From an optimization exercise on the open Yosys and OpenROAD flow, aimed at small area, a short achievable clock period and few clock cycles; shortcuts taken in it are not production practice. In this exercise RTL edits were held to simulation tests only and were not proved equivalent to the original. Power figures rest on the tool's default switching activity, not on a simulated workload.

### design/flow/flow/run.sh
#!/bin/bash
set -euo pipefail
bash standard.sh SETUP_SLACK_MARGIN=7.6 \
  "BUFFER_PORTS_ARGS=-buffer_cell sky130_fd_sc_hd__buf_4" \
  "CTS_ARGS=-sink_clustering_enable -repair_clock_nets -sink_clustering_size 30 -sink_clustering_max_diameter 60 -dont_use_dummy_load" \
  finish > standard_flow.log 2>&1
### design/flow/standard.sh
#!/bin/bash
# synth_recipe.tcl (not shown) runs the flow's synth.tcl, then flattens the netlist and writes it again
# the make line also repeats each setting of config.mk as NAME=value (left out here)
make -C /OpenROAD-flow-scripts/flow DESIGN_CONFIG=/design/flow/config.mk WORK_HOME=/design/flow/orfs CLKGATE_MAP_FILE= SYNTH_SCRIPT=/design/flow/synth_recipe.tcl "${@:-finish}"
### design/flow/config.mk
export PLATFORM = sky130hd
export DESIGN_NAME = Freq_Counter
export DESIGN_NICKNAME = Freq_Counter
export VERILOG_FILES = /design/flow/design.v
export SDC_FILE = /design/flow/constraint.sdc
export NUM_CORES = 8
export LEC_CHECK = 0
export ABC_CLOCK_PERIOD_IN_PS = 3500
export CAP_MARGIN = 20
export CORE_MARGIN = 2
export CORE_UTILIZATION = 70
export SLEW_MARGIN = 20
### design/flow/constraint.sdc
create_clock -name core_clock -period 11.0 [get_ports {clock}]
set_input_delay 2.2000 -clock core_clock [delete_from_list [all_inputs] [get_ports {clock}]]
set_output_delay 2.2000 -clock core_clock [all_outputs]
set_load 0.01 [all_outputs]
### design/flow/design.v
module Freq_Counter (clock, iReset_N, SW1, iValid, iPixel, oReady, oValid, iPixel_new);
input	clock, iReset_N;
input	SW1;
input	iValid;
input	[7:0] iPixel;
output	oReady;
output reg oValid;
output reg [7:0] iPixel_new;
localparam S_CLEAR = 3'd0;		 
localparam S_COUNT = 3'd1;		 
localparam S_DRAIN = 3'd2;		 
localparam S_PASS  = 3'd3;		 
localparam S_WAIT  = 3'd4;		 
(* fsm_encoding = "none" *)
reg [2:0]  state;
reg        rdy;
reg [3:0]  ph;					 
reg [3:0]  tr;					 
reg [13:0] pixel_count;			 
reg [1:0]  drain_wait;
reg        lut_valid;
reg        v1, s1;
assign oReady = rdy;			 
wire last_left = v1 ? (pixel_count == 14'd16382) : (pixel_count == 14'd16383);
reg [7:0]  p1;
reg        v2, s2;
reg        v3;					 
reg [7:0]  q3;
reg [7:0]  p2;
reg [7:0]  a2;
reg [7:0]  tb1;					 
reg [15:0] xr, yr;				 
reg [7:0]  xq, yq;				 
reg        x2;					 
reg        pd_v;				 
reg [7:0]  pd_p;
reg [2:0]  pd_q;
wire [3:0] pos_n = p1[3:0] - ph - 4'd1;	 
wire       y_go  = v1 & ~pos_n[0];
wire       merge = pd_v & v1 & (pd_p == p1);
reg [2047:0] tq;				 
wire [7:0]  tq_rd = tq[{a2, 3'b000} +: 8];
always @(posedge clock)
begin
	v1 <= iReset_N & iValid & (state == S_COUNT);
	s1 <= SW1;
	p1 <= iPixel;
	v2 <= iReset_N & v1;
	s2 <= s1 & lut_valid;
	p2 <= p1;
	a2 <= p1 + tb1;
	v3 <= iReset_N & v2;
	q3 <= s2 ? tq_rd : p2;
	oValid <= iReset_N & v3;
	iPixel_new <= q3;
	pd_v <= iReset_N & v1 & pos_n[0];
	pd_p <= p1;
	pd_q <= pos_n[3:1];
	xr   <= (iReset_N & pd_v) ? (16'd1 << pd_p[7:4]) : 16'd0;
	xq   <= 8'd1 << pd_q;
	x2   <= merge;
	yr   <= (iReset_N & y_go & ~merge) ? (16'd1 << p1[7:4]) : 16'd0;
	yq   <= 8'd1 << pos_n[3:1];
end
always @(posedge clock)
begin
	if (!iReset_N)
	begin
		state       <= S_CLEAR;
		rdy         <= 1'b0;
		ph          <= 4'd13;
		pixel_count <= 14'd0;
		lut_valid   <= 1'b0;
	end
	else
	begin
		ph <= ph + 4'd1;
		if (v1)
			pixel_count <= pixel_count + 14'd1;
		if (ph == 4'd15)
			tr <= tr + 4'd1;
		case (state)
		S_CLEAR:
			if (ph == 4'd12)
			begin
				state <= S_COUNT;
				rdy   <= 1'b1;
			end
		S_COUNT:
			if (iValid && last_left)
			begin
				begin
					state       <= S_DRAIN;
					rdy         <= 1'b0;
					drain_wait  <= 2'b11;
				end
			end
		S_DRAIN:
		begin
			drain_wait <= {drain_wait[0], 1'b0};
			tr <= 4'd0;
			if (ph == 4'd15 && drain_wait == 2'b00)
				state <= S_PASS;
		end
		S_PASS:
			if (ph == 4'd15 && tr == 4'd15)
				state <= S_WAIT;
		S_WAIT:
			if (ph == 4'd12)
			begin
				state     <= S_COUNT;
				rdy       <= 1'b1;
				lut_valid <= 1'b1;
			end
		default:
			state <= S_CLEAR;
		endcase
	end
end
wire [16*12-1:0] head_q;		 
wire [15:0]      head_ovf;		 
wire             sweep_en = (state == S_COUNT) || (state == S_DRAIN) || (state == S_WAIT);
genvar r, j;
generate
for (r = 0; r < 16; r = r + 1)
begin : ring
	reg  [12*16-1:0] q;
	wire [12*16-1:0] d;
	wire clr = (state == S_CLEAR) || (state == S_PASS && tr == r);
	wire swp = sweep_en && (tr == r);
	for (j = 0; j < 16; j = j + 1)
	begin : pos
		wire       o  = q[12*j + 11];
		wire       c  = q[12*j + 10];
		wire [5:0] hi = q[12*j + 4 +: 6];
		wire [3:0] lo = q[12*j +: 4];
		wire [4:0] lo_n;
		if (j % 2 == 0)
		begin : inc
			wire ex = xr[r] & xq[j/2];
			wire ey = yr[r] & yq[j/2];
			wire e1 = (ex & ~x2) | ey;
			wire e2 = ex & x2;
			wire k1 = (lo[0] & e1) | e2;
			wire k2 = lo[1] & k1;
			wire k3 = lo[2] & k2;
			assign lo_n = {lo[3] & k3, lo[3] ^ k3, lo[2] ^ k2, lo[1] ^ k1, lo[0] ^ e1};
		end
		else
		begin : noinc
			assign lo_n = {1'b0, lo};
		end
		if (j == 0)
		begin : head
			wire [6:0] hi_n = {1'b0, hi} + {6'd0, c};
			wire       o_n  = o | hi_n[6];
			assign d[12*15 +: 12] = clr ? 12'd0 : {o_n & ~swp, lo_n[4], hi_n[5:0], lo_n[3:0]};
			assign head_q[12*r +: 12] = q[11:0];
			assign head_ovf[r] = o_n;
		end
		else
		begin : body
			assign d[12*(j-1) +: 12] = {o, c | lo_n[4], hi, lo_n[3:0]};
		end
	end
	always @(posedge clock)
		q <= d;
end
endgenerate
reg  [15:0] xv;					 
reg  [7:0]  xtag [0:15];
reg  [3:0]  xext [0:15];
wire [7:0]  xkey = {tr, ph};	 
wire [15:0] xhit;
wire [15:0] xfree_lo;			 
reg  [3:0]  xrd;
reg         sw_inc;				 
reg  [15:0] sw_hit;
reg  [15:0] sw_alloc;
reg  [7:0]  sw_key;
wire [15:0] xfree = ~xv & ~(sw_alloc & {16{sw_inc}});
integer k;
generate
for (r = 0; r < 16; r = r + 1)
begin : xs
	assign xhit[r] = xv[r] && (xtag[r] == xkey);
	if (r == 0)
		assign xfree_lo[r] = xfree[r];
	else
		assign xfree_lo[r] = xfree[r] && !(|xfree[r-1:0]);
end
endgenerate
always @(*)
begin
	xrd = 4'd0;
	for (k = 0; k < 16; k = k + 1)
		xrd = xrd | (xhit[k] ? xext[k] : 4'd0);
end
always @(posedge clock)
begin
	sw_inc <= iReset_N && sweep_en && head_ovf[tr];
	sw_hit <= xhit;
	sw_alloc <= (|xhit) ? 16'd0 : xfree_lo;
	sw_key <= xkey;
	for (k = 0; k < 16; k = k + 1)
	begin
		if (state == S_CLEAR || (state == S_PASS && tr == 4'd15 && ph == 4'd15))
			xv[k] <= 1'b0;
		else if (sw_inc && sw_hit[k])
			xext[k] <= xext[k] + 4'd1;
		else if (sw_inc && sw_alloc[k])
		begin
			xv[k]   <= 1'b1;
			xtag[k] <= sw_key;
			xext[k] <= 4'd1;
		end
	end
end
reg        rval, rfirst;			 
reg [11:0] hraw;
reg [3:0]  hext;
reg        hval, hfirst;			 
reg [13:0] hcnt;
reg        found;
reg [13:0] D;
reg [13:0] N;
reg        nval, nfirst;
reg [21:0] X;
reg        xval, xfirst;
wire [6:0] hraw_hi = {1'b0, hraw[9:4]} + {6'd0, hraw[10]};
always @(posedge clock)
begin
	rval   <= iReset_N && state == S_PASS;
	rfirst <= (tr == 4'd0) && (ph == 4'd0);
	hraw   <= head_q[12*tr +: 12];
	hext   <= xrd;
	hval   <= iReset_N & rval;
	hfirst <= rfirst;
	hcnt   <= {hext + {3'd0, hraw[11]} + {3'd0, hraw_hi[6]}, hraw_hi[5:0], hraw[3:0]};
	nval   <= iReset_N & hval;
	nfirst <= hfirst;
	if (hval)
	begin
		if (hfirst || !found)
		begin
			found <= (hcnt != 14'd0);
			D     <= (hcnt == 14'd0) ? 14'h3fff : 14'd0 - hcnt;
			N     <= 14'd0;
		end
		else
			N <= N + hcnt;
	end
	xval   <= iReset_N & nval;
	xfirst <= nfirst;
	X      <= {N, 8'd0} - {8'd0, N};
end
localparam [7:0] REG = 8'b1111_1110;
wire [14:0] D15 = {1'b0, D};
generate
for (j = 7; j >= 0; j = j - 1)
begin : dv
	wire [j+14:0] xin;			 
	wire [7-j:0]  qin;			 
	wire          vin, fin;
	wire [14:0]   top = xin[j+14:j];
	wire          ge  = top >= D15;
	wire [13:0]   sub = top[13:0] - D;
	wire [j+13:0] xout;			 
	wire [8-j:0]  qout = {qin, ge};
	if (j > 0)
	begin : lowbits
		assign xout = {ge ? sub : top[13:0], xin[j-1:0]};
	end
	else
	begin : nolow
		assign xout = ge ? sub : top[13:0];
	end
	if (j == 7)
	begin : first
		assign xin = X;
		assign qin = 1'b0;
		assign vin = xval;
		assign fin = xfirst;
	end
	else
	begin : next
		assign xin = dv[j+1].xo;
		assign qin = dv[j+1].qo;
		assign vin = dv[j+1].vo;
		assign fin = dv[j+1].fo;
	end
	wire [j+13:0] xo;
	wire [8-j:0]  qo;
	wire          vo, fo;
	if (REG[j])
	begin : r
		reg [j+13:0] xr;
		reg [8-j:0]  qr;
		reg          vr, fr;
		always @(posedge clock)
		begin
			xr <= xout; qr <= qout; vr <= iReset_N & vin; fr <= fin;
		end
		assign xo = xr; assign qo = qr; assign vo = vr; assign fo = fr;
	end
	else
	begin : w
		assign xo = xout; assign qo = qout; assign vo = vin; assign fo = fin;
	end
end
endgenerate
wire [7:0] t_new = dv[0].qo[7:0];
wire       t_we  = dv[0].vo;
wire       t_first = dv[0].fo;
always @(posedge clock)
begin
	tq  <= {t_we ? t_new : tq[7:0], tq[2047:8]};
	tb1 <= (t_we && t_first) ? 8'd254 : tb1 - 8'd1;
end
endmodule
==> run notes, run 1 <==
routed len/inst 22.0 um; Setup Viol. Count Final 0; metal3 WL 11.2 mm; gr ovfl total 0; Main synth FF type dfxtp_1; Tmin final 3.54 ns; io pins 22; standard-cell rows 176; starting density of the core 70.2%; register bit total from synthesis 5,762; Max VDD drop 0.185 mV; Core Region 229,000 um^2; Clock Sinks 5,762; final worst slack 7.46 ns; Yosys cell types 78; Crit Path Max Fanout 2; DIE WIDTH 484 um; synth-to-layout area growth 6.33%; post-DP HPWL 187 mm; highest-count cells in the layout ignoring fill and taps dfxtp_1, ha_1, mux4_2, nor2_1, xnor2_1; Worst setup EP type output pin; Register Area 118,000 um^2; Top Layer Used met5; Slew Limit Headroom 18.2%; Worst Path Required 8.80 ns; critical path cell sequence buf_6; Async S/R FF share, synth 0%; post-route ant nets 0; Hold Path Cell Cnt 0; cells after synthesis 10,200; Post-synth EDFFs 227; IO buf count 21; Worst R2R Start D[2]$_SDFFCE_PN1P_; Die Area 234,000 um^2; Final Hold Fails 0; Final Wtd Congestion 0.850; layout cells sized above 1 13.5%; average vias per placed instance 5.59; RR Endpoint dv[4].r.xr[15]$_DFF_P_; final period utilization 32.2%; cell count of the worst reg-to-reg path 12; pwr/cell area 189 nW/um^2; reg-to-reg slack, setup 7.70 ns; CTS Hold Bufs 0; CP max stage cell dfxtp_4; max_cap viols 0; CTS H-Tree Depth 4; RSZ-0062 raised after global routing yes; area occupied by multi-input gates 41,500 um^2; Filler cells 13,800; Synth Cell Area 161,000 um^2; kind of critical path flop to output pin; Post-route DRC 0; Clock Skew 0.101 ns; Largest delay share family, worst path flip-flops; Syn Nets 10,900; Worst Tran Pin Value 1.23 ns; Pre-Repair DR Iteration Count 5; later-pin clock latency in the skew report 0.93 ns; M1 WL 132 mm; total track usage 24.9%; initial antenna violation count 16; vias in the first global route 76,900; Final Net Count 11,000; Hold Path End ring[8].q[112]$_DFF_P_; CTS tree done; CTS root buffer clkbuf_16; setup_tns 0 ns; Post-Route WL 292 mm; Clock transition at path regs 0.10 ns; status finished clean; HP Class flop to flop; pin count of the biggest net entering global routing 82; first-pass GRT wire length 447 mm; vias 74,100; Max Fclk 282 MHz; CTS Buf Count 235; Hold Path Origin ring[8].q[124]$_DFF_P_; Arrival @ worst endpoint 1.34 ns; Starting DRT DRC Count 4,888; leakage power 70.2 nW; most common cell after layout, fill and taps aside dfxtp_1; CP max stage delay 0.39 ns; Max clock buf depth 3; Final Slew Violations 0; synthesized area per cell 15.8 um^2; Die Y 484 um; CP bufs+invs 1; sequential area share after synthesis 73.1%; worst slack, placed 6.12 ns; Worst Setup Start Kind flop; WL met2 140 mm; yosys warns 3
area by class of cell:
| type | count | share of cell area, % |
|---|---|---|
| Inverter | 110 | 0.249 |
| Antenna cell | 5 | 0.00731 |
| Multi-Input combinational cell | 3949 | 24.3 |
| Sequential cell | 5762 | 68.7 |
| Tap cell | 3026 | 2.21 |
| Timing Repair Buffer | 158 | 1.10 |
| Clock buffer | 235 | 3.44 |
Yosys cell counts, drive strengths merged, types with 19 or more instances:
cell	n	area, um^2
inv	109	409
nand4	49	313
a31oi	19	119
xor2	81	709
and3	31	194
a22oi	53	398
o41ai	21	282
nor2	343	1290
nor2b	162	1010
dfxtp	5535	111000
clkbuf	176	661
mux4	669	15100
o21a	20	150
edfxtp	227	6820
mux2	112	1260
mux2i	48	480
o21ai	107	536
buf	185	1070
a21oi	141	728
a21o	165	1240
a22o	136	1190
a221oi	23	201
nor3b	27	203
nand3	135	676
nor3	73	390
or2	118	738
nand2	178	668
and2	46	288
nand2b	36	225
ha	714	8930
xnor2	291	2550
what timing repair did:
item                       CTS  global route
gates resized for setup     76            34
pin swaps                    6             9
setup endpoints to repair  389           266
gates cloned                 6             3
setup buffers               30            23
cell families (layout without fill, tap and decap cells):
group | count (synthesis) | count (layout) | share of synthesized area (%)
fa+ha+maj | 725 | 725 | 5.69
mux | 829 | 829 | 10.4
other cells | 0 | 5 | 0
compound gates | 776 | 776 | 3.47
buf+inv | 471 | 503 | 1.33
xor+xnor | 372 | 372 | 2.02
simple gates | 1247 | 1247 | 3.97
flops | 5762 | 5762 | 73.1
stage by stage:
stage	util, %	instance area (um^2)	hold WS (ns)	power [mW]	instances
finish	74.7	171000	0.258	32.4	13200
global route	74.7	171000	0.251	33.4	13200
CTS	74.5	171000	0.239	32.5	13200
detailed placement	71.5	164000	0.312	23.2	12900
global placement	71.5	164000	0.309	23.1	12900
floorplan	-	161000	0.310	22.6	10200
worst max-delay path by stage:
| stage | start | to | slack (ns) | cells after the start |
|---|---|---|---|---|
| floorplan | D[1]$_SDFFCE_PN1P_ | dv[3].r.xr[13]$_DFF_P_ | 7.66 | 12 |
| global placement | a2[0]$_DFF_P_ | q3[3]$_DFF_P_ | 6.17 | 9 |
| detailed placement | a2[0]$_DFF_P_ | q3[3]$_DFF_P_ | 6.12 | 9 |
| CTS | iPixel_new[0]$_DFF_P_ | iPixel_new[0] | 7.39 | 1 |
| global route | iPixel_new[6]$_DFF_P_ | iPixel_new[6] | 7.40 | 1 |
| finish | rdy$_SDFFE_PN0P_ | oReady | 7.46 | 1 |
metal layers:
layer  up-vias  global-route usage (%)
met1     37100                    34.6
met5         -                       0
met3       457                    3.05
met4         8                    7.22
met2      1319                    41.4
li1      35200                       -
power by group:
group,leakage (nW),internal [mW],switching [mW]
clock network,2.90,3.81,5.81
logic,20.7,0.501,0.955
registers,46.6,21.1,0.187
total,70.2,25.4,6.95
sequential cells by signal (all words and copies together), names as in the netlist, 22 cells and up:
name and cells:
ring.q 3072, tq 2048, X 22, dv.r.xr 126, xext 64, dv.qin 28, xtag 128
Testbench counts, summed over its fixed seeds: cycles 664,224.
==> inputs of run 2 (changes only) <==
--- a/design/flow/design.v
+++ b/design/flow/design.v
@@ -29,9 +29,14 @@
 reg [7:0]  p2;
 reg [7:0]  a2;
 reg [7:0]  tb1;					 
-reg [15:0] xr, yr;				 
-reg [7:0]  xq, yq;				 
+reg        ix_v, iy_v;			 
+reg [3:0]  xr, yr;				 
+reg [2:0]  xq, yq;				 
 reg        x2;					 
+wire [15:0] xr_1h = ix_v ? (16'd1 << xr) : 16'd0;
+wire [15:0] yr_1h = iy_v ? (16'd1 << yr) : 16'd0;
+wire [7:0]  xq_1h = 8'd1 << xq;
+wire [7:0]  yq_1h = 8'd1 << yq;
 reg        pd_v;				 
 reg [7:0]  pd_p;
 reg [2:0]  pd_q;
@@ -56,18 +61,22 @@
 	pd_v <= iReset_N & v1 & pos_n[0];
 	pd_p <= p1;
 	pd_q <= pos_n[3:1];
-	xr   <= (iReset_N & pd_v) ? (16'd1 << pd_p[7:4]) : 16'd0;
-	xq   <= 8'd1 << pd_q;
+	ix_v <= iReset_N & pd_v;
+	xr   <= pd_p[7:4];
+	xq   <= pd_q;
 	x2   <= merge;
-	yr   <= (iReset_N & y_go & ~merge) ? (16'd1 << p1[7:4]) : 16'd0;
-	yq   <= 8'd1 << pos_n[3:1];
+	iy_v <= iReset_N & y_go & ~merge;
+	yr   <= p1[7:4];
+	yq   <= pos_n[3:1];
 end
 always @(posedge clock)
+	rdy <= iReset_N && (((state == S_CLEAR || state == S_WAIT) && ph == 4'd12) ||
+	                    (state == S_COUNT && !(iValid && last_left)));
+always @(posedge clock)
 begin
 	if (!iReset_N)
 	begin
 		state       <= S_CLEAR;
-		rdy         <= 1'b0;
 		ph          <= 4'd13;
 		pixel_count <= 14'd0;
 		lut_valid   <= 1'b0;
@@ -84,14 +93,12 @@
 			if (ph == 4'd12)
 			begin
 				state <= S_COUNT;
-				rdy   <= 1'b1;
 			end
 		S_COUNT:
 			if (iValid && last_left)
 			begin
 				begin
 					state       <= S_DRAIN;
-					rdy         <= 1'b0;
 					drain_wait  <= 2'b11;
 				end
 			end
@@ -109,7 +116,6 @@
 			if (ph == 4'd12)
 			begin
 				state     <= S_COUNT;
-				rdy       <= 1'b1;
 				lut_valid <= 1'b1;
 			end
 		default:
@@ -137,8 +143,8 @@
 		wire [4:0] lo_n;
 		if (j % 2 == 0)
 		begin : inc
-			wire ex = xr[r] & xq[j/2];
-			wire ey = yr[r] & yq[j/2];
+			wire ex = xr_1h[r] & xq_1h[j/2];
+			wire ey = yr_1h[r] & yq_1h[j/2];
 			wire e1 = (ex & ~x2) | ey;
 			wire e2 = ex & x2;
 			wire k1 = (lo[0] & e1) | e2;
@@ -175,10 +181,12 @@
 wire [15:0] xfree_lo;			 
 reg  [3:0]  xrd;
 reg         sw_inc;				 
-reg  [15:0] sw_hit;
-reg  [15:0] sw_alloc;
+reg  [3:0]  sw_slot;				 
+reg         sw_new;				 
 reg  [7:0]  sw_key;
-wire [15:0] xfree = ~xv & ~(sw_alloc & {16{sw_inc}});
+wire [15:0] sw_1h = 16'd1 << sw_slot;
+wire [15:0] xfree = ~xv & ~(sw_1h & {16{sw_inc & sw_new}});
+reg  [3:0]  xhit_bin, xfree_bin;
 integer k;
 generate
 for (r = 0; r < 16; r = r + 1)
@@ -192,6 +200,16 @@
 endgenerate
 always @(*)
 begin
+	xhit_bin  = 4'd0;
+	xfree_bin = 4'd0;
+	for (k = 0; k < 16; k = k + 1)
+	begin
+		xhit_bin  = xhit_bin  | (xhit[k]     ? k[3:0] : 4'd0);
+		xfree_bin = xfree_bin | (xfree_lo[k] ? k[3:0] : 4'd0);
+	end
+end
+always @(*)
+begin
 	xrd = 4'd0;
 	for (k = 0; k < 16; k = k + 1)
 		xrd = xrd | (xhit[k] ? xext[k] : 4'd0);
@@ -199,16 +217,16 @@
 always @(posedge clock)
 begin
 	sw_inc <= iReset_N && sweep_en && head_ovf[tr];
-	sw_hit <= xhit;
-	sw_alloc <= (|xhit) ? 16'd0 : xfree_lo;
-	sw_key <= xkey;
+	sw_slot <= (|xhit) ? xhit_bin : xfree_bin;
+	sw_new  <= ~(|xhit);
+	sw_key  <= xkey;
 	for (k = 0; k < 16; k = k + 1)
 	begin
 		if (state == S_CLEAR || (state == S_PASS && tr == 4'd15 && ph == 4'd15))
 			xv[k] <= 1'b0;
-		else if (sw_inc && sw_hit[k])
+		else if (sw_inc && sw_1h[k] && !sw_new)
 			xext[k] <= xext[k] + 4'd1;
-		else if (sw_inc && sw_alloc[k])
+		else if (sw_inc && sw_1h[k] && sw_new)
 		begin
 			xv[k]   <= 1'b1;
 			xtag[k] <= sw_key;
@@ -222,7 +240,7 @@
 reg        hval, hfirst;			 
 reg [13:0] hcnt;
 reg        found;
-reg [13:0] D;
+reg [13:0] Dn;					 
 reg [13:0] N;
 reg        nval, nfirst;
 reg [21:0] X;
@@ -244,7 +262,7 @@
 		if (hfirst || !found)
 		begin
 			found <= (hcnt != 14'd0);
-			D     <= (hcnt == 14'd0) ? 14'h3fff : 14'd0 - hcnt;
+			Dn    <= (hcnt == 14'd0) ? 14'd0 : hcnt - 14'd1;
 			N     <= 14'd0;
 		end
 		else
@@ -254,8 +272,31 @@
 	xfirst <= nfirst;
 	X      <= {N, 8'd0} - {8'd0, N};
 end
+function [14:0] csub(input [14:0] a, input [13:0] dn);
+	reg [15:0] g, p;
+	integer i, l, k;
+	begin
+		g[0] = 1'b1;				 
+		p[0] = 1'b0;
+		for (i = 0; i < 15; i = i + 1)
+		begin
+			g[i+1] = a[i] & ((i < 14) ? dn[i] : 1'b1);
+			p[i+1] = a[i] ^ ((i < 14) ? dn[i] : 1'b1);
+		end
+		csub[13:0] = p[14:1];
+		for (l = 0; l < 4; l = l + 1)
+			for (i = 0; i < 16; i = i + 1)
+				if ((i >> l) & 1)
+				begin
+					k = ((i >> l) << l) - 1;
+					g[i] = g[i] | (p[i] & g[k]);
+					p[i] = p[i] & p[k];
+				end
+		csub[13:0] = csub[13:0] ^ g[13:0];
+		csub[14]   = g[15];
+	end
+endfunction
 localparam [7:0] REG = 8'b1111_1110;
-wire [14:0] D15 = {1'b0, D};
 generate
 for (j = 7; j >= 0; j = j - 1)
 begin : dv
@@ -263,8 +304,9 @@
 	wire [7-j:0]  qin;			 
 	wire          vin, fin;
 	wire [14:0]   top = xin[j+14:j];
-	wire          ge  = top >= D15;
-	wire [13:0]   sub = top[13:0] - D;
+	wire [14:0]   cs  = csub(top, Dn);
+	wire          ge  = cs[14];
+	wire [13:0]   sub = cs[13:0];
 	wire [j+13:0] xout;			 
 	wire [8-j:0]  qout = {qin, ge};
 	if (j > 0)
==> design/flow/flow/run.sh (replaced) <==
#!/bin/bash
set -euo pipefail
bash standard.sh SETUP_SLACK_MARGIN=7.6 \
  "BUFFER_PORTS_ARGS=-buffer_cell sky130_fd_sc_hd__buf_4" \
  "CTS_ARGS=-sink_clustering_enable -repair_clock_nets -sink_clustering_size 20 -sink_clustering_max_diameter 45 -dont_use_dummy_load" \
  finish > standard_flow.log 2>&1
==> run notes, run 2 <==
dpl cell area 162,000 um^2 (was 164,000 um^2); sequential area share after synthesis 73.5% (was 73.1%); Max VDD drop 0.166 mV (was 0.185 mV); max FFs per register 3,072 (unchanged); critical path cell sequence buf_6 (unchanged); first-pass GRT wire length 475 mm (was 447 mm); Final Hold Fails 0 (unchanged); Worst R2R Start p2[7]$_DFF_P_ (was D[2]$_SDFFCE_PN1P_); register bit total from synthesis 5,696 (was 5,762); Tmin final 3.63 ns (was 3.54 ns); highest-count cells in the layout ignoring fill and taps dfxtp_1, ha_1, mux4_2, clkbuf_16, nor2_1 (was dfxtp_1, ha_1, mux4_2, nor2_1, xnor2_1); max_cap viols 0 (unchanged); ranking of synthesized cells by area dfxtp_1, mux4_2, ha_1, edfxtp_1, xnor2_1 (unchanged); DIE WIDTH 480 um (was 484 um); Setup Viol. Count Final 0 (unchanged); Clock Skew 0.130 ns (was 0.101 ns); Synth Cell Area 158,000 um^2 (was 161,000 um^2); Arrival @ worst endpoint 1.43 ns (was 1.34 ns); HP Class flop to flop (unchanged); CP max stage cell dfxtp_4 (unchanged); Tot Pwr 36.7 mW (was 32.4 mW); initial antenna violation count 15 (was 16); Post-Route WL 310 mm (was 292 mm); pwr/cell area 211 nW/um^2 (was 189 nW/um^2); Yosys cell types 70 (was 78); post-synth top area cell dfxtp_1 (unchanged); most common cell in the netlist dfxtp_1 (unchanged); post-route ant nets 0 (unchanged); Max Fclk 275 MHz (was 282 MHz); Die Area 230,000 um^2 (was 234,000 um^2); CTS root buffer clkbuf_16 (unchanged); Worst Hold Slack 0.256 ns (was 0.258 ns); Largest regs ring.q: 3072 flops, tq: 2048 flops, xtag: 128 flops (unchanged); CTS Buf Count 461 (was 235); Worst Path Required 8.80 ns (about the same); reg-to-reg slack, setup 7.62 ns (was 7.70 ns); Worst path depth 1 (unchanged); average vias per placed instance 5.68 (was 5.59); synth-to-layout area growth 10.0% (was 6.33%); Core Region 225,000 um^2 (was 229,000 um^2); CTS Hold Bufs 0 (unchanged); Setup crit start iPixel_new[5]$_DFF_P_ (was rdy$_SDFFE_PN0P_); cell count of the worst reg-to-reg path 10 (was 12); Die Y 480 um (was 484 um); Critical path destination iPixel_new[5] (was oReady); CP max stage delay 0.37 ns (was 0.39 ns); total track usage 27.0% (was 24.9%); post-DP HPWL 193 mm (was 187 mm); CP bufs+invs 1 (unchanged); leakage power 71.6 nW (was 70.2 nW); Post-route DRC 0 (unchanged); standard-cell rows 174 (was 176); routed len/inst 23.1 um (was 22.0 um); later-pin clock latency in the skew report 1.03 ns (was 0.93 ns); gr ovfl total 0 (unchanged); Worst Tran Pin Value 1.27 ns (was 1.23 ns); synthesized area per cell 15.5 um^2 (was 15.8 um^2); kind of critical path flop to output pin (unchanged); Top reg by flops ring.q (unchanged); Post-synth EDFFs 227 (unchanged); Clock Sinks 5,696 (was 5,762); Final Wtd Congestion 0.873 (was 0.850); io pins 22 (unchanged); RSZ-0062 raised after global routing yes (unchanged); CTS tree done (unchanged); Syn Nets 10,900 (about the same); vias 76,400 (was 74,100); Main synth FF type dfxtp_1 (unchanged); Starting DRT DRC Count 4,775 (was 4,888); Largest delay share family, worst path flip-flops (unchanged); vias in the first global route 81,500 (was 76,900); Async S/R FF share, synth 0% (unchanged); post-synth top area share 69.2% (was 68.8%); most frequent cells after synthesis dfxtp_1, ha_1, mux4_2, nor2_1, xnor2_1 (unchanged); CTS H-Tree Depth 5 (was 4); Final Slew Violations 0 (unchanged); Pre-Repair DR Iteration Count 6 (was 5); cells after synthesis 10,200 (about the same); status finished clean (unchanged); pin count of the biggest net entering global routing 75 (was 82); Final Net Count 11,200 (was 11,000); most common cell after layout, fill and taps aside dfxtp_1 (unchanged); Slew Limit Headroom 15.0% (was 18.2%); Worst Setup Start Kind flop (unchanged); setup_tns 0 ns (unchanged); Clock transition at path regs 0.07 ns (was 0.10 ns); Final Util 77.4% (was 74.7%); starting density of the core 70.4% (was 70.2%); layout cells sized above 1 14.0% (was 13.5%); IO buf count 21 (unchanged); Crit Path Max Fanout 1 (was 2); Worst setup EP type output pin (unchanged); final period utilization 33.0% (was 32.2%); Max clock buf depth 4 (was 3); yosys warns 3 (unchanged); fin area 174,000 um^2 (was 171,000 um^2); RR Endpoint ring[15].q[183]$_SDFF_PP0_ (was dv[4].r.xr[15]$_DFF_P_)
==> run 2: cell count changes in the layout (fill, tap and decap cells not counted), moves of 61 or more <==
cell,change
dfxtp_1,-61
clkbuf_16,+224
mux4_2,-131
a21o_1,-91
a22o_1,-107
o22ai_1,+167
mux2i_1,+153
==> run 2: repair_timing <==
item                                    in CTS  in global routing
setup buffers                               23                  8
gates cloned                                 7                  2
pin swaps                                    4                  4
endpoints found under the setup margin     215                159
gates resized for setup                     73                 22
==> run 2: how the worst min path moves through the flow <==
stage / to / depth (start not counted) / slack [ns] / start
6_report: tq[676]$_DFF_P_ / 0 / 0.26 / tq[684]$_DFF_P_
3_5_place_dp: ring[0].q[8]$_DFF_P_ / 0 / 0.31 / ring[0].q[20]$_DFF_P_
2_1_floorplan: dv[0].qin[1]$_DFF_P_ / 0 / 0.31 / dv[1].qin[0]$_DFF_P_
5_1_grt: tq[676]$_DFF_P_ / 0 / 0.25 / tq[684]$_DFF_P_
4_1_cts: tq[676]$_DFF_P_ / 0 / 0.25 / tq[684]$_DFF_P_
3_3_place_gp: ring[6].q[18]$_DFF_P_ / 0 / 0.31 / ring[6].q[30]$_DFF_P_
==> run 2: where the power goes <==
group          total, mW  switching (mW)  internal (mW)
combinational       1.69            1.05          0.640
clock               13.9            6.55           7.33
sequential          21.1           0.171           20.9
==> run 2: per-stage QoR <==
step | instances | worst slack (ns)
after global routing | 13500 | 7.31
after CTS | 13400 | 7.30
after detailed placement | 12900 | 6.43
after global placement | 12900 | 6.52
after floorplan | 10200 | 7.62
final | 13500 | 7.37
==> run 2: layout make-up <==
type                    count  area (um^2)
inverters                  78          293
well taps                2992         3740
flip-flops and latches   5696       116000
diodes                      6         15.0
fillers                 12700        50700
multi-input cells        4083        40600
repair buffers            141         1650
clock buffers             461        11500
==> run 2: logic make-up after synthesis <==
family,synth area share (%)
flops,73.5
simple gates,4.09
compound gates,3.66
mux,9.78
fa+ha+maj,5.95
buf+inv,1.08
xor+xnor,1.97
==> run 2: metal layers <==
layer / global-route usage, % / vias to the layer above / share of wire, %
met5: 0 / - / 0.036
met4: 11.2 / 14 / 4.4
met3: 4.01 / 647 / 4.4
met2: 45.5 / 1817 / 49
met1: 35.2 / 38100 / 42
li1: - / 35800 / -
Testbench counts of run 2, summed over its fixed seeds: cycles 664,224.
==> inputs of run 3 (changes only) <==
==> design/flow/flow/run.sh (replaced) <==
#!/bin/bash
set -euo pipefail
bash standard.sh SETUP_SLACK_MARGIN=7.6 \
  "BUFFER_PORTS_ARGS=-buffer_cell sky130_fd_sc_hd__buf_4" \
  "CTS_ARGS=-sink_clustering_enable -repair_clock_nets -sink_clustering_size 30 -sink_clustering_max_diameter 60 -dont_use_dummy_load" \
  finish > standard_flow.log 2>&1
==> run notes, run 3 <==
status finished clean (unchanged); CP max stage delay 0.37 ns (about the same); cell count of the worst reg-to-reg path 7 (was 10); register bit total from synthesis 5,696 (unchanged); M1 WL 129 mm (was 132 mm); setup_tns 0 ns (unchanged); initial antenna violation count 16 (was 15); IO buf count 21 (unchanged); HP Class flop to flop (unchanged); layout cells sized above 1 12.1% (was 14.0%); Setup Viol. Count Final 0 (unchanged); Syn Nets 10,900 (unchanged); placed cell count 12,900 (unchanged); max_cap viols 0 (unchanged); Worst Path Required 8.80 ns (about the same); CTS tree done (unchanged); total track usage 25.7% (was 27.0%); average vias per placed instance 5.64 (was 5.68); CTS root buffer clkbuf_16 (unchanged); Top Layer Used met5 (unchanged); first-pass GRT wire length 453 mm (was 475 mm); reg-to-reg slack, setup 7.70 ns (was 7.62 ns); Clock Sinks 5,696 (unchanged); Die Y 480 um (unchanged); worst slack, placed 6.43 ns (unchanged); CTS H-Tree Depth 4 (was 5); Post-Route WL 296 mm (was 310 mm); metal3 WL 13.0 mm (was 13.8 mm); Hold Path Cell Cnt 0 (unchanged); leakage power 68.7 nW (was 71.6 nW); Worst R2R Start tr[1]$_SDFFCE_PN0P_ (was p2[7]$_DFF_P_); final period utilization 32.3% (was 33.0%); Final Net Count 11,000 (was 11,200); Pre-Repair DR Iteration Count 5 (was 6); Hold Path End ring[13].q[168]$_DFF_P_ (was tq[676]$_DFF_P_); ranking of synthesized cells by area dfxtp_1, mux4_2, ha_1, edfxtp_1, xnor2_1 (unchanged); Worst path depth 1 (unchanged); Clk pwr share 29.4% (was 37.8%); Core Region 225,000 um^2 (unchanged); starting density of the core 70.4% (unchanged); vias 74,600 (was 76,400); Flop pwr share 65.4% (was 57.6%); gr ovfl total 0 (unchanged); routed len/inst 22.4 um (was 23.1 um); synthesized area per cell 15.5 um^2 (unchanged); Arrival @ worst endpoint 1.35 ns (was 1.43 ns); DIE WIDTH 480 um (unchanged); critical path cell sequence buf_6 (unchanged); Clock Skew 0.0891 ns (was 0.130 ns); Max Fclk 282 MHz (was 275 MHz); Hold Path Origin ring[13].q[180]$_SDFF_PP0_ (was tq[684]$_DFF_P_); Slew Limit Headroom 19.4% (was 15.0%); Yosys cell types 70 (unchanged); Crit Path Max Fanout 1 (unchanged); Filler cells 13,600 (was 12,700); final worst slack 7.45 ns (was 7.37 ns); Async S/R FF share, synth 0% (unchanged); most common cell after layout, fill and taps aside dfxtp_1 (unchanged); most common cell in the netlist dfxtp_1 (unchanged); Tmin final 3.55 ns (was 3.63 ns); Max clock buf depth 3 (was 4); Worst Tran Pin Value 1.21 ns (was 1.27 ns); sequential area share after synthesis 73.5% (unchanged); Synth Cell Area 158,000 um^2 (unchanged); WL met2 143 mm (was 151 mm); CP max stage cell dfxtp_4 (unchanged); Final Wtd Congestion 0.873 (unchanged); Max VDD drop 0.184 mV (was 0.166 mV); synth-to-layout area growth 6.37% (was 10.0%); RSZ-0062 raised after global routing yes (unchanged); Worst Setup Start Kind flop (unchanged); Post-synth EDFFs 227 (unchanged); Final Hold Fails 0 (unchanged); Sw Share 21.5% (was 21.2%); post-route insts no fill 13,200 (was 13,500); Main synth FF type dfxtp_1 (unchanged); Post-route DRC 0 (unchanged); Clock transition at path regs 0.10 ns (was 0.07 ns); post-route ant nets 0 (unchanged); Net Switching 6.93 mW (was 7.77 mW); CP bufs+invs 1 (unchanged); max FFs per register 3,072 (unchanged); Die Area 230,000 um^2 (unchanged); most frequent cells after synthesis dfxtp_1, ha_1, mux4_2, nor2_1, xnor2_1 (unchanged); post-DP HPWL 193 mm (unchanged); io pins 22 (unchanged); power share of the combinational group 5.2% (was 4.6%); Worst Hold Slack 0.277 ns (was 0.256 ns); Starting DRT DRC Count 4,958 (was 4,775); Worst setup EP type output pin (unchanged); pin count of the biggest net entering global routing 101 (was 75); Largest regs ring.q: 3072 flops, tq: 2048 flops, xtag: 128 flops (unchanged); highest-count cells in the layout ignoring fill and taps dfxtp_1, ha_1, mux4_2, nor2_1, xnor2_1 (was dfxtp_1, ha_1, mux4_2, clkbuf_16, nor2_1); RR Endpoint xext[11][2]$_SDFFCE_PN0P_ (was ring[15].q[183]$_SDFF_PP0_); CTS Buf Count 233 (was 461); post-synth top area share 69.2% (unchanged); cells after synthesis 10,200 (unchanged); standard-cell rows 174 (unchanged); Largest delay share family, worst path flip-flops (unchanged); area occupied by multi-input gates 40,600 um^2 (about the same); kind of critical path flop to output pin (unchanged); Final Slew Violations 0 (unchanged); Int Pwr 25.3 mW (was 28.9 mW); Top reg by flops ring.q (unchanged); later-pin clock latency in the skew report 0.89 ns (was 1.03 ns); yosys warns 3 (unchanged); Register Area 116,000 um^2 (unchanged); pwr/cell area 192 nW/um^2 (was 211 nW/um^2); vias in the first global route 77,700 (was 81,500); post-synth top area cell dfxtp_1 (unchanged)
[run 3: how the worst max path moves through the flow]
stage | from | end
after detailed placement | a2[0]$_DFF_P_ | q3[1]$_DFF_P_
final | iPixel_new[5]$_DFF_P_ | iPixel_new[5]
after floorplan | iValid | drain_wait[0]$_DFFE_PP_
after global placement | a2[0]$_DFF_P_ | q3[6]$_DFF_P_
after global routing | iPixel_new[5]$_DFF_P_ | iPixel_new[5]
after CTS | iPixel_new[5]$_DFF_P_ | iPixel_new[5]
[run 3: power groups by stage]
stage	clock [mW]	combinational, mW	sequential (mW)
floorplan	0	1.11	21.5
global placement	0	1.55	21.6
detailed placement	0	1.58	21.6
CTS	9.67	1.64	21.1
global route	10.4	1.80	21.1
finish	9.50	1.68	21.1
[run 3: logic make-up (layout without fill, tap and decap cells)]
| logic type | Yosys count | after routing | synth area share [%] |
|---|---|---|---|
| flops | 5696 | 5696 | 73.5 |
| simple gates | 1270 | 1271 | 4.09 |
| compound gates | 859 | 859 | 3.66 |
| mux | 859 | 859 | 9.78 |
| fa+ha+maj | 738 | 738 | 5.95 |
| buf+inv | 418 | 449 | 1.08 |
| xor+xnor | 356 | 356 | 1.97 |
| other cells | 0 | 9 | 0 |
[run 3: cell type report]
class / instances / area share, %
well taps: 2992 / 2.22
repair buffers: 138 / 0.938
diodes: 9 / 0.0134
flip-flops and latches: 5696 / 69.1
multi-input cells: 4083 / 24.1
clock buffers: 233 / 3.46
inverters: 78 / 0.174
[run 3: layer usage]
metal  track usage [%]  up-vias
met5                 0        -
met1              34.7    37200
met3              3.48      489
met2              43.4     1582
li1                  -    35400
met4              8.58        8
[run 3: timing repair]
action | in CTS | in global routing
buffers inserted | 15 | 14
hold buffers | 0 | 0
pin swaps | 2 | 6
setup endpoints to repair | 245 | 167
gates cloned | 5 | 3
resized for setup | 68 | 20
[run 3: stage by stage]
stage               utilization [%]  instance area (um^2)  power, mW
finish                         74.9                168000       32.3
global route                   74.9                168000       33.3
global placement               71.9                162000       23.1
floorplan                         -                158000       22.6
detailed placement             71.9                162000       23.2
CTS                            74.7                168000       32.4
==> inputs of run 4 (changes only) <==
--- a/design/flow/design.v
+++ b/design/flow/design.v
@@ -296,19 +296,16 @@
 		csub[14]   = g[15];
 	end
 endfunction
-localparam [7:0] REG = 8'b1111_1110;
 generate
 for (j = 7; j >= 0; j = j - 1)
 begin : dv
 	wire [j+14:0] xin;			 
-	wire [7-j:0]  qin;			 
 	wire          vin, fin;
 	wire [14:0]   top = xin[j+14:j];
 	wire [14:0]   cs  = csub(top, Dn);
 	wire          ge  = cs[14];
 	wire [13:0]   sub = cs[13:0];
 	wire [j+13:0] xout;			 
-	wire [8-j:0]  qout = {qin, ge};
 	if (j > 0)
 	begin : lowbits
 		assign xout = {ge ? sub : top[13:0], xin[j-1:0]};
@@ -320,43 +317,51 @@
 	if (j == 7)
 	begin : first
 		assign xin = X;
-		assign qin = 1'b0;
 		assign vin = xval;
 		assign fin = xfirst;
 	end
 	else
 	begin : next
 		assign xin = dv[j+1].xo;
-		assign qin = dv[j+1].qo;
 		assign vin = dv[j+1].vo;
 		assign fin = dv[j+1].fo;
 	end
 	wire [j+13:0] xo;
-	wire [8-j:0]  qo;
-	wire          vo, fo;
-	if (REG[j])
+	wire          qo, vo, fo;
+	if (j > 0)
 	begin : r
 		reg [j+13:0] xr;
-		reg [8-j:0]  qr;
-		reg          vr, fr;
+		reg          qr, vr, fr;
 		always @(posedge clock)
 		begin
-			xr <= xout; qr <= qout; vr <= iReset_N & vin; fr <= fin;
+			xr <= xout; qr <= ge; vr <= iReset_N & vin; fr <= fin;
 		end
 		assign xo = xr; assign qo = qr; assign vo = vr; assign fo = fr;
 	end
 	else
 	begin : w
-		assign xo = xout; assign qo = qout; assign vo = vin; assign fo = fin;
+		assign xo = xout; assign qo = ge; assign vo = vin; assign fo = fin;
 	end
 end
 endgenerate
-wire [7:0] t_new = dv[0].qo[7:0];
-wire       t_we  = dv[0].vo;
+wire       t_we    = dv[0].vo;
 wire       t_first = dv[0].fo;
+reg [2047:0] tq_n;
+always @(*)
+begin
+	tq_n = {tq[7:0], tq[2047:8]};
+	if (dv[0].vo) tq_n[8*255 + 0] = dv[0].qo;
+	if (dv[1].vo) tq_n[8*255 + 1] = dv[1].qo;
+	if (dv[2].vo) tq_n[8*0 + 2]   = dv[2].qo;
+	if (dv[3].vo) tq_n[8*1 + 3]   = dv[3].qo;
+	if (dv[4].vo) tq_n[8*2 + 4]   = dv[4].qo;
+	if (dv[5].vo) tq_n[8*3 + 5]   = dv[5].qo;
+	if (dv[6].vo) tq_n[8*4 + 6]   = dv[6].qo;
+	if (dv[7].vo) tq_n[8*5 + 7]   = dv[7].qo;
+end
 always @(posedge clock)
 begin
-	tq  <= {t_we ? t_new : tq[7:0], tq[2047:8]};
+	tq  <= tq_n;
 	tb1 <= (t_we && t_first) ? 8'd254 : tb1 - 8'd1;
 end
 endmodule
==> run notes, run 4 <==
status finished clean (unchanged); post-synth top area cell dfxtp_1 (unchanged); routed len/inst 22.5 um (was 22.4 um); Post-route DRC 0 (unchanged); most common cell after layout, fill and taps aside dfxtp_1 (unchanged); kind of critical path flop to output pin (unchanged); Crit Path Max Fanout 1 (unchanged); max_cap viols 0 (unchanged); post-synthesis compound-gate area fraction 3.77% (was 3.66%); highest-count cells in the layout ignoring fill and taps dfxtp_1, ha_1, mux4_2, nor2_1, xnor2_1 (unchanged); Synth Area in Simple Gates 4.28% (was 4.09%); Clock Sinks 5,675 (was 5,696); Die Area 230,000 um^2 (about the same); Worst Path Required 8.80 ns (about the same); Max VDD drop 0.192 mV (was 0.184 mV); yosys warns 3 (unchanged); post-synthesis mux area share 9.48% (was 9.78%); Int Pwr 25.2 mW (was 25.3 mW); Flop pwr share 65.5% (was 65.4%); Largest delay share family, worst path flip-flops (unchanged); RSZ-0062 raised after global routing yes (unchanged); average vias per placed instance 5.64 (about the same); Syn Nets 10,900 (about the same); Worst Tran Pin Value 1.17 ns (was 1.21 ns); Tmin final 3.60 ns (was 3.55 ns); first-pass GRT wire length 458 mm (was 453 mm); pwr/cell area 191 nW/um^2 (was 192 nW/um^2); Largest regs ring.q: 3072 flops, tq: 2048 flops, xtag: 128 flops (unchanged); sequential area share after synthesis 73.3% (was 73.5%); later-pin clock latency in the skew report 0.92 ns (was 0.89 ns); CTS H-Tree Depth 4 (unchanged); synth-to-layout area growth 6.01% (was 6.37%); Synth Cell Area 158,000 um^2 (about the same); cells after synthesis 10,200 (about the same); starting density of the core 70.4% (about the same); IO buf count 21 (unchanged); Slew Limit Headroom 21.7% (was 19.4%); cell count of the worst reg-to-reg path 9 (was 7); Setup Viol. Count Final 0 (unchanged); CP max stage delay 0.42 ns (was 0.37 ns); setup_tns 0 ns (unchanged); DIE WIDTH 479 um (was 480 um); HP Class flop to flop (unchanged); Final Slew Violations 0 (unchanged); Yosys cell types 76 (was 70); Max Fclk 278 MHz (was 282 MHz); Pre-Repair DR Iteration Count 7 (was 5); Worst path depth 1 (unchanged); synthesized area per cell 15.5 um^2 (about the same); vias 74,500 (was 74,600); Die Y 479 um (was 480 um); Arrival @ worst endpoint 1.40 ns (was 1.35 ns); Async S/R FF share, synth 0% (unchanged); most common cell in the netlist dfxtp_1 (unchanged); Clock transition at path regs 0.10 ns (about the same); Sw Share 21.2% (was 21.5%); Worst Hold Slack 0.262 ns (was 0.277 ns); CTS root buffer clkbuf_16 (unchanged); Final Hold Fails 0 (unchanged); CTS tree done (unchanged); total track usage 26.0% (was 25.7%); Top reg by flops ring.q (unchanged); dpl cell area 161,000 um^2 (was 162,000 um^2); max FFs per register 3,072 (unchanged); register bit total from synthesis 5,675 (was 5,696); Hold Path Cell Cnt 0 (unchanged); Main synth FF type dfxtp_1 (unchanged); Worst setup EP type output pin (unchanged); Clock Skew 0.103 ns (was 0.0891 ns); Synth Area in Adders 5.96% (was 5.95%); fin area 168,000 um^2 (about the same); io pins 22 (unchanged); Post-Synth XOR/XNOR Area 1.99% (was 1.97%); most frequent cells after synthesis dfxtp_1, ha_1, mux4_2, nor2_1, xnor2_1 (unchanged); post-route ant nets 0 (unchanged); gr ovfl total 0 (unchanged); power share of the combinational group 4.8% (was 5.2%); Net Switching 6.80 mW (was 6.93 mW); critical path cell sequence buf_6 (unchanged); Post-synth EDFFs 227 (unchanged); Final Wtd Congestion 0.894 (was 0.873); initial antenna violation count 11 (was 16); Clk pwr share 29.7% (was 29.4%); main combinational cell family by area after synthesis multiplexers (unchanged); CP bufs+invs 1 (unchanged); ranking of synthesized cells by area dfxtp_1, mux4_2, ha_1, edfxtp_1, xnor2_1 (unchanged); standard-cell rows 174 (unchanged); leakage power 68.2 nW (was 68.7 nW); Max clock buf depth 3 (unchanged); Starting DRT DRC Count 4,528 (was 4,958); pin count of the biggest net entering global routing 75 (was 101); Core Region 225,000 um^2 (about the same); final period utilization 32.7% (was 32.3%); post-DP HPWL 195 mm (was 193 mm); vias in the first global route 77,500 (was 77,700); Post-Route WL 297 mm (was 296 mm); CTS Buf Count 233 (unchanged); Final Net Count 11,000 (about the same); Worst Setup Start Kind flop (unchanged); layout cells sized above 1 11.8% (was 12.1%); post-synth top area share 69.0% (was 69.2%); CP max stage cell dfxtp_4 (unchanged)
## run 4: changes by cell type in the layout (fill, tap and decap cells not counted), moves of 15 or more
| cell | previous run | this run |
|---|---|---|
| xor2_1 | 102 | 121 |
| mux2_4 | 0 | 16 |
| a211oi_1 | 10 | 60 |
| dfxtp_1 | 5454 | 5433 |
| o22ai_1 | 178 | 232 |
| a21oi_1 | 168 | 132 |
| a22o_1 | 29 | 13 |
| xnor2_1 | 254 | 239 |
| nor2_1 | 307 | 333 |
| o221ai_1 | 44 | 0 |
| mux2_2 | 120 | 70 |
| mux2i_1 | 201 | 170 |
## run 4: layout make-up
type                    count  area, um^2
well taps                2992        3740
fillers                 13700       57000
diodes                      7        17.5
clock buffers             233        5830
multi-input cells        4098       40400
flip-flops and latches   5675      116000
inverters                  76         289
repair buffers            124        1430
## run 4: metal layers
metal	up-vias	GRT usage (%)	routed length, um	share of wire (%)
li1	35300	-	-	-
met1	37300	35.5	131000	44
met2	1496	44.1	145000	49
met3	474	3.18	11700	3.9
met4	4	7.50	8870	3.0
met5	-	0	31	0.010
## run 4: path summary, 6_finish.rpt
kind,start,endpoint,slack (ns)
min reg2reg,ring[13].q[85]$_DFF_P_,ring[13].q[73]$_DFF_P_,0.26
max,iPixel_new[6]$_DFF_P_,iPixel_new[6],7.40
max reg2reg,yr[2]$_DFF_P_,ring[4].q[135]$_DFF_P_,7.63
min,ring[13].q[85]$_DFF_P_,ring[13].q[73]$_DFF_P_,0.26
## run 4: power groups by stage
stage | Clock [mW] | Combinational (mW) | Sequential, mW
finish | 9.51 | 1.54 | 21.0
global route | 10.4 | 1.66 | 21.0
CTS | 9.70 | 1.52 | 21.0
detailed placement | 0 | 1.48 | 21.5
global placement | 0 | 1.44 | 21.4
floorplan | 0 | 1.12 | 21.4
## run 4: cell families (layout without fill, tap and decap cells)
| kind of cell | after synthesis | after routing |
|---|---|---|
| AO/OA/AOI/OAI | 878 | 878 |
| XOR/XNOR | 360 | 360 |
| adder cells (fa/ha/maj) | 738 | 738 |
| buffers and inverters | 416 | 433 |
| flip-flops | 5675 | 5675 |
| multiplexers | 801 | 801 |
| other | 0 | 7 |
| AND/OR/NAND/NOR | 1320 | 1321 |
## run 4: through the flow
stage / setup WS, ns / total power [mW] / instances / utilization (%)
after floorplan: 7.49 / 22.5 / 10200 / -
after global placement: 6.41 / 22.9 / 12900 / 71.7
after detailed placement: 6.38 / 22.9 / 12900 / 71.7
after CTS: 7.33 / 32.2 / 13200 / 74.5
after global routing: 7.34 / 33.1 / 13200 / 74.6
final: 7.40 / 32.0 / 13200 / 74.6
## run 4: timing repair
| item | 4_1_cts | 5_1_grt |
|---|---|---|
| hold buffers | 0 | 0 |
| cloned | 5 | 0 |
| resized for setup | 64 | 13 |
| endpoints found under the setup margin | 162 | 128 |
| setup buffers | 14 | 16 |
| endpoints found under the hold margin | 0 | 0 |
| pin swaps | 0 | 5 |
Testbench counts of run 4, summed over its fixed seeds: cycles 664,224.
==> inputs of run 5 (changes only) <==
==> design/flow/flow/run.sh (replaced) <==
#!/bin/bash
set -euo pipefail
bash standard.sh SETUP_SLACK_MARGIN=7.8 \
  "BUFFER_PORTS_ARGS=-buffer_cell sky130_fd_sc_hd__buf_4" \
  "CTS_ARGS=-sink_clustering_enable -repair_clock_nets -sink_clustering_size 30 -sink_clustering_max_diameter 60 -dont_use_dummy_load" \
  finish > standard_flow.log 2>&1
==> run notes, run 5 <==
Crit Path Max Fanout 1 (unchanged); io pins 22 (unchanged); Worst Setup Start Kind flop (unchanged); ranking of synthesized cells by area dfxtp_1, mux4_2, ha_1, edfxtp_1, xnor2_1 (unchanged); Worst setup EP type output pin (unchanged); Clock Skew 0.104 ns (was 0.103 ns); Worst Path Required 8.80 ns (about the same); dpl cell area 161,000 um^2 (about the same); area occupied by multi-input gates 40,500 um^2 (was 40,400 um^2); post-route ant nets 0 (unchanged); Max clock buf depth 3 (unchanged); Syn Nets 10,900 (unchanged); Clock Sinks 5,675 (unchanged); synthesized area per cell 15.5 um^2 (unchanged); RR Endpoint ring[6].q[94]$_DFF_P_ (was ring[4].q[135]$_DFF_P_); highest-count cells in the layout ignoring fill and taps dfxtp_1, ha_1, mux4_2, nor2_1, xnor2_1 (unchanged); Register Area 116,000 um^2 (about the same); Async S/R FF share, synth 0% (unchanged); cells after synthesis 10,200 (unchanged); CP bufs+invs 1 (unchanged); M1 WL 133 mm (was 131 mm); Main synth FF type dfxtp_1 (unchanged); kind of critical path flop to output pin (unchanged); synth-to-layout area growth 6.23% (was 6.01%); Hold Path Origin ring[13].q[142]$_DFF_P_ (was ring[13].q[85]$_DFF_P_); total track usage 26.2% (was 26.0%); post-synth top area share 69.0% (unchanged); CTS tree done (unchanged); HP Class flop to flop (unchanged); Top Layer Used met5 (unchanged); pwr/cell area 191 nW/um^2 (about the same); gr ovfl total 0 (unchanged); Die Y 479 um (unchanged); initial antenna violation count 9 (was 11); most common cell in the netlist dfxtp_1 (unchanged); Worst R2R Start x2$_DFF_P_ (was yr[2]$_DFF_P_); post-synth top area cell dfxtp_1 (unchanged); RSZ-0062 raised after global routing yes (unchanged); CP max stage delay 0.38 ns (was 0.42 ns); status finished clean (unchanged); CP max stage cell dfxtp_4 (unchanged); Core Region 225,000 um^2 (unchanged); routed len/inst 22.9 um (was 22.5 um); Final Slew Violations 0 (unchanged); IO buf count 21 (unchanged); Clock transition at path regs 0.10 ns (about the same); max FFs per register 3,072 (unchanged); yosys warns 3 (unchanged); CTS Hold Bufs 0 (unchanged); Tmin final 3.61 ns (was 3.60 ns); CTS root buffer clkbuf_16 (unchanged); Post-route DRC 0 (unchanged); Synth Cell Area 158,000 um^2 (unchanged); Max VDD drop 0.184 mV (was 0.192 mV); register bit total from synthesis 5,675 (unchanged); Max Fclk 277 MHz (was 278 MHz); setup_tns 0 ns (unchanged); most common cell after layout, fill and taps aside dfxtp_1 (unchanged); Setup Viol. Count Final 0 (unchanged); DIE WIDTH 479 um (unchanged); Final Wtd Congestion 0.884 (was 0.894); Hold Path Cell Cnt 0 (unchanged); vias in the first global route 77,100 (was 77,500); average vias per placed instance 5.65 (was 5.64); Hold Path End ring[13].q[130]$_DFF_P_ (was ring[13].q[73]$_DFF_P_); post-DP HPWL 196 mm (was 195 mm); Largest regs ring.q: 3072 flops, tq: 2048 flops, xtag: 128 flops (unchanged); leakage power 68.3 nW (was 68.2 nW); Die Area 230,000 um^2 (unchanged); most frequent cells after synthesis dfxtp_1, ha_1, mux4_2, nor2_1, xnor2_1 (unchanged); vias 74,700 (was 74,500); pin count of the biggest net entering global routing 95 (was 75); critical path cell sequence buf_6 (unchanged); Largest delay share family, worst path flip-flops (unchanged); metal3 WL 13.3 mm (was 11.7 mm); placed cell count 12,900 (about the same); Yosys cell types 76 (unchanged); post-route insts no fill 13,200 (about the same); final period utilization 32.8% (was 32.7%); reg-to-reg slack, setup 7.82 ns (was 7.63 ns); Slew Limit Headroom 17.7% (was 21.7%); Worst Hold Slack 0.258 ns (was 0.262 ns); Filler cells 13,700 (about the same); first-pass GRT wire length 459 mm (was 458 mm); Final Hold Fails 0 (unchanged); cell count of the worst reg-to-reg path 9 (unchanged); Post-synth EDFFs 227 (unchanged); Post-Route WL 302 mm (was 297 mm); Worst Tran Pin Value 1.23 ns (was 1.17 ns); sequential area share after synthesis 73.3% (unchanged); max_cap viols 0 (unchanged); fin area 168,000 um^2 (about the same); later-pin clock latency in the skew report 0.93 ns (was 0.92 ns); CTS H-Tree Depth 4 (unchanged); Starting DRT DRC Count 5,376 (was 4,528); Pre-Repair DR Iteration Count 6 (was 7); Final Net Count 11,000 (about the same); WL met2 146 mm (was 145 mm); layout cells sized above 1 12.1% (was 11.8%); standard-cell rows 174 (unchanged); CTS Buf Count 231 (was 233); Top reg by flops ring.q (unchanged); starting density of the core 70.4% (unchanged); Arrival @ worst endpoint 1.41 ns (was 1.40 ns)
==> run 5: cell counts after synthesis <==
Identical to the previous run, type by type.
==> run 5: kinds of logic after synthesis <==
| kind of cell | share of synthesized area (%) |
|---|---|
| multiplexers | 9.48 |
| flip-flops | 73.3 |
| buffers and inverters | 1.26 |
| XOR/XNOR | 1.99 |
| adder cells (fa/ha/maj) | 5.96 |
| AO/OA/AOI/OAI | 3.77 |
| AND/OR/NAND/NOR | 4.28 |
==> run 5: worst max-delay path by stage <==
stage | from | to | cells past startpoint
after floorplan | iValid | state[0]$_SDFFE_PN0P_ | 6
after global placement | a2[0]$_DFF_P_ | q3[6]$_DFF_P_ | 9
after detailed placement | a2[0]$_DFF_P_ | q3[6]$_DFF_P_ | 9
after CTS | iPixel_new[5]$_DFF_P_ | iPixel_new[5] | 1
after global routing | iPixel_new[5]$_DFF_P_ | iPixel_new[5] | 1
final | iPixel_new[5]$_DFF_P_ | iPixel_new[5] | 1
==> run 5: metal layers <==
metal | vias up | global-route usage (%)
met2 | 1623 | 44.0
met1 | 37300 | 35.7
met5 | - | 0
met3 | 495 | 3.46
li1 | 35300 | -
met4 | 10 | 8.04
==> run 5: stage by stage <==
stage	utilization, %	worst slack (ns)	total power [mW]
floorplan	-	7.49	22.5
global placement	71.7	6.33	22.9
global route	74.8	7.34	33.0
finish	74.8	7.39	32.0
CTS	74.6	7.32	32.2
detailed placement	71.7	6.34	23.0
==> run 5: layout make-up <==
type	count	area share, %
sequential	5675	69.0
multi-input combinational	4097	24.1
clock buffer	231	3.44
tap	2992	2.23
timing repair buffer	141	1.05
inverter	76	0.177
antenna	10	0.0149
==> run 5: repair_timing <==
action / 4_1_cts / 5_1_grt
pin swaps: 7 / 2
gates resized for setup: 83 / 37
buffers inserted: 27 / 13
cloned: 3 / 5
endpoints found under the setup margin: 440 / 228
==> run 5: where the power goes <==
part,switching (mW),internal [mW]
clock,5.73,3.75
sequential,0.155,20.8
combinational,0.943,0.641
total,6.83,25.2
==> inputs of run 6 (changes only) <==
==> design/flow/flow/run.sh (replaced) <==
#!/bin/bash
set -euo pipefail
bash standard.sh SETUP_SLACK_MARGIN=7.6 \
  "BUFFER_PORTS_ARGS=-buffer_cell sky130_fd_sc_hd__buf_4" \
  "CTS_ARGS=-sink_clustering_enable -repair_clock_nets -sink_clustering_size 30 -sink_clustering_max_diameter 60 -dont_use_dummy_load" \
  finish > standard_flow.log 2>&1
--- a/design/flow/config.mk
+++ b/design/flow/config.mk
@@ -8,5 +8,5 @@
 export ABC_CLOCK_PERIOD_IN_PS = 3500
 export CAP_MARGIN = 20
 export CORE_MARGIN = 2
-export CORE_UTILIZATION = 70
+export CORE_UTILIZATION = 65
 export SLEW_MARGIN = 20
==> run notes, run 6 <==
status finished clean (unchanged); Worst setup EP type output pin (unchanged); Tot Pwr 32.1 mW (was 32.0 mW); initial antenna violation count 14 (was 9); HP Class flop to flop (unchanged); vias in the first global route 76,500 (was 77,100); CTS H-Tree Depth 4 (unchanged); Final Slew Violations 0 (unchanged); Setup Viol. Count Final 0 (unchanged); post-synth top area share 69.0% (unchanged); Yosys cell types 76 (unchanged); Slew Limit Headroom 20.8% (was 17.7%); Arrival @ worst endpoint 1.38 ns (was 1.41 ns); starting density of the core 65.2% (was 70.4%); area occupied by multi-input gates 40,500 um^2 (about the same); Hold Path End tq[1480]$_DFF_P_ (was ring[13].q[130]$_DFF_P_); Filler cells 16,200 (was 13,700); CP max stage delay 0.37 ns (was 0.38 ns); Final Hold Fails 0 (unchanged); Largest delay share family, worst path flip-flops (unchanged); Max Fclk 280 MHz (was 277 MHz); Max VDD drop 0.180 mV (was 0.184 mV); Final Wtd Congestion 0.848 (was 0.884); final period utilization 32.5% (was 32.8%); pin count of the biggest net entering global routing 73 (was 95); Largest regs ring.q: 3072 flops, tq: 2048 flops, xtag: 128 flops (unchanged); pwr/cell area 191 nW/um^2 (about the same); CTS tree done (unchanged); routed len/inst 21.9 um (was 22.9 um); reg-to-reg slack, setup 7.76 ns (was 7.82 ns); most common cell after layout, fill and taps aside dfxtp_1 (unchanged); Worst R2R Start yr[2]$_DFF_P_ (was x2$_DFF_P_); Synth Cell Area 158,000 um^2 (unchanged); Hold Path Cell Cnt 0 (unchanged); Die Area 247,000 um^2 (was 230,000 um^2); Main synth FF type dfxtp_1 (unchanged); Syn Nets 10,900 (unchanged); max FFs per register 3,072 (unchanged); critical path cell sequence buf_6 (unchanged); post-route ant nets 0 (unchanged); Worst Hold Slack 0.252 ns (was 0.258 ns); ranking of synthesized cells by area dfxtp_1, mux4_2, ha_1, edfxtp_1, xnor2_1 (unchanged); gr ovfl total 0 (unchanged); post-DP HPWL 193 mm (was 196 mm); Post-Route WL 294 mm (was 302 mm); sequential area share after synthesis 73.3% (unchanged); later-pin clock latency in the skew report 0.92 ns (was 0.93 ns); yosys warns 3 (unchanged); Crit Path Max Fanout 1 (unchanged); setup_tns 0 ns (unchanged); standard-cell rows 181 (was 174); Worst Path Required 8.80 ns (about the same); Top reg by flops ring.q (unchanged); dpl cell area 161,000 um^2 (about the same); RR Endpoint ring[10].q[22]$_DFF_P_ (was ring[6].q[94]$_DFF_P_); post-synth top area cell dfxtp_1 (unchanged); Register Area 116,000 um^2 (about the same); cell count of the worst reg-to-reg path 9 (unchanged); leakage power 68.3 nW (about the same); Core Region 243,000 um^2 (was 225,000 um^2); Clock transition at path regs 0.11 ns (was 0.10 ns); register bit total from synthesis 5,675 (unchanged); io pins 22 (unchanged); synthesized area per cell 15.5 um^2 (unchanged); Starting DRT DRC Count 4,796 (was 5,376); CP bufs+invs 1 (unchanged); Async S/R FF share, synth 0% (unchanged); Max clock buf depth 3 (unchanged); Clock Skew 0.122 ns (was 0.104 ns); synth-to-layout area growth 6.32% (was 6.23%); Post-route DRC 0 (unchanged); most common cell in the netlist dfxtp_1 (unchanged); first-pass GRT wire length 452 mm (was 459 mm); Clock Sinks 5,675 (unchanged); cells after synthesis 10,200 (unchanged); max_cap viols 0 (unchanged); Worst Setup Start Kind flop (unchanged); kind of critical path flop to output pin (unchanged); CTS root buffer clkbuf_16 (unchanged); CTS Buf Count 237 (was 231); Hold Path Origin tq[1488]$_DFF_P_ (was ring[13].q[142]$_DFF_P_); IO buf count 21 (unchanged); average vias per placed instance 5.52 (was 5.65); Tmin final 3.58 ns (was 3.61 ns); most frequent cells after synthesis dfxtp_1, ha_1, mux4_2, nor2_1, xnor2_1 (unchanged); CP max stage cell dfxtp_4 (unchanged); total track usage 23.8% (was 26.2%); RSZ-0062 raised after global routing yes (unchanged); Post-synth EDFFs 227 (unchanged); Die Y 497 um (was 479 um); fin area 168,000 um^2 (about the same); layout cells sized above 1 12.1% (about the same); Pre-Repair DR Iteration Count 7 (was 6); DIE WIDTH 497 um (was 479 um); vias 74,200 (was 74,700); highest-count cells in the layout ignoring fill and taps dfxtp_1, ha_1, mux4_2, nor2_1, xnor2_1 (unchanged); CTS Hold Bufs 0 (unchanged); Worst Tran Pin Value 1.19 ns (was 1.23 ns); Final Net Count 11,000 (about the same)
run 6: worst max-delay path by stage:
stage                          startpoint                     to  cells after the start
finish              iPixel_new[5]$_DFF_P_          iPixel_new[5]                      1
global route        iPixel_new[3]$_DFF_P_          iPixel_new[3]                      1
CTS                 iPixel_new[3]$_DFF_P_          iPixel_new[3]                      1
detailed placement          a2[0]$_DFF_P_          q3[2]$_DFF_P_                      7
global placement            a2[0]$_DFF_P_          q3[2]$_DFF_P_                      7
floorplan                          iValid  state[0]$_SDFFE_PN0P_                      6
run 6: routing by layer:
layer	global-route usage [%]	up-vias	wire length [um]
met2	40.0	1403	141000
met4	6.43	2	7870
li1	-	35300	-
met3	2.83	437	11500
met5	0	-	13
met1	32.8	37100	133000
run 6: what timing repair did:
action	CTS	global route
pin swaps	1	4
gates cloned	3	1
gates resized for setup	52	23
buffers inserted	16	19
endpoints found under the setup margin	263	297
run 6: stage by stage:
step                std cells  util (%)  setup WS, ns
floorplan               10200         -          7.49
global placement        13200      66.6          6.79
detailed placement      13200      66.6          6.77
CTS                     13400      69.2          7.34
global route            13400      69.3          7.36
finish                  13400      69.3          7.42
run 6: kinds of logic (layout without fill, tap and decap cells):
| kind of cell | count (synthesis) | in the layout | share of synthesized area (%) |
|---|---|---|---|
| compound gates | 878 | 878 | 3.77 |
| xor+xnor | 360 | 360 | 1.99 |
| fa+ha+maj | 738 | 738 | 5.96 |
| buf+inv | 416 | 460 | 1.26 |
| flops | 5675 | 5675 | 73.3 |
| mux | 801 | 801 | 9.48 |
| other cells | 0 | 7 | 0 |
| simple gates | 1320 | 1320 | 4.28 |
run 6: power breakdown:
group	internal [mW]	switching, mW	total [mW]
Clock	3.84	5.74	9.58
Combinational	0.642	0.942	1.58
Sequential	20.8	0.158	21.0
Total	25.3	6.84	32.1
run 6: final cells by class:
cell class | instances | share of cell area, %
Antenna cell | 7 | 0.0104
Clock buffer | 237 | 3.53
Inverter | 76 | 0.171
Multi-Input combinational cell | 4097 | 24.1
Sequential cell | 5675 | 68.9
Tap cell | 3202 | 2.38
Timing Repair Buffer | 147 | 0.911

[re-timing with driven ports]
The results above use ideal ports. As a check the final layouts listed here were re-extracted and re-timed, cells and wires unchanged. Step 1: set_driving_cell puts a clkbuf_16 on clock and a buf_2 on each other input, an assumption about the parent block. Step 2, shift: input delay + t, output delay - t, t = (earliest + latest rising clock arrival at the registers) / 2. This alone moves slack from input paths to output paths. a / b / c = no drivers / after step 1 / after step 2; a / b = the first two.
| run | t (ns) | setup WS [ns] | worst data-port slew with drivers (ns) |
|---|---|---|---|
| run 1 | 0.952 | 7.455 / 7.366 / 7.156 | 0.12 |
| run 2 | 1.048 | 7.367 / 7.277 / 7.241 | 0.11 |
| run 3 | 0.943 | 7.452 / 7.360 / 7.324 | 0.11 |
| run 4 | 0.959 | 7.402 / 7.310 / 7.182 | 0.14 |
| run 5 | 0.972 | 7.392 / 7.298 / 7.067 | 0.12 |
| run 6 | 0.973 | 7.424 / 7.328 / 7.198 | 0.15 |
After both steps every run listed still meets setup and hold. The setup slack of run 5, which loses most, moves by -0.094 ns with the drivers and by -0.325 ns with both steps.
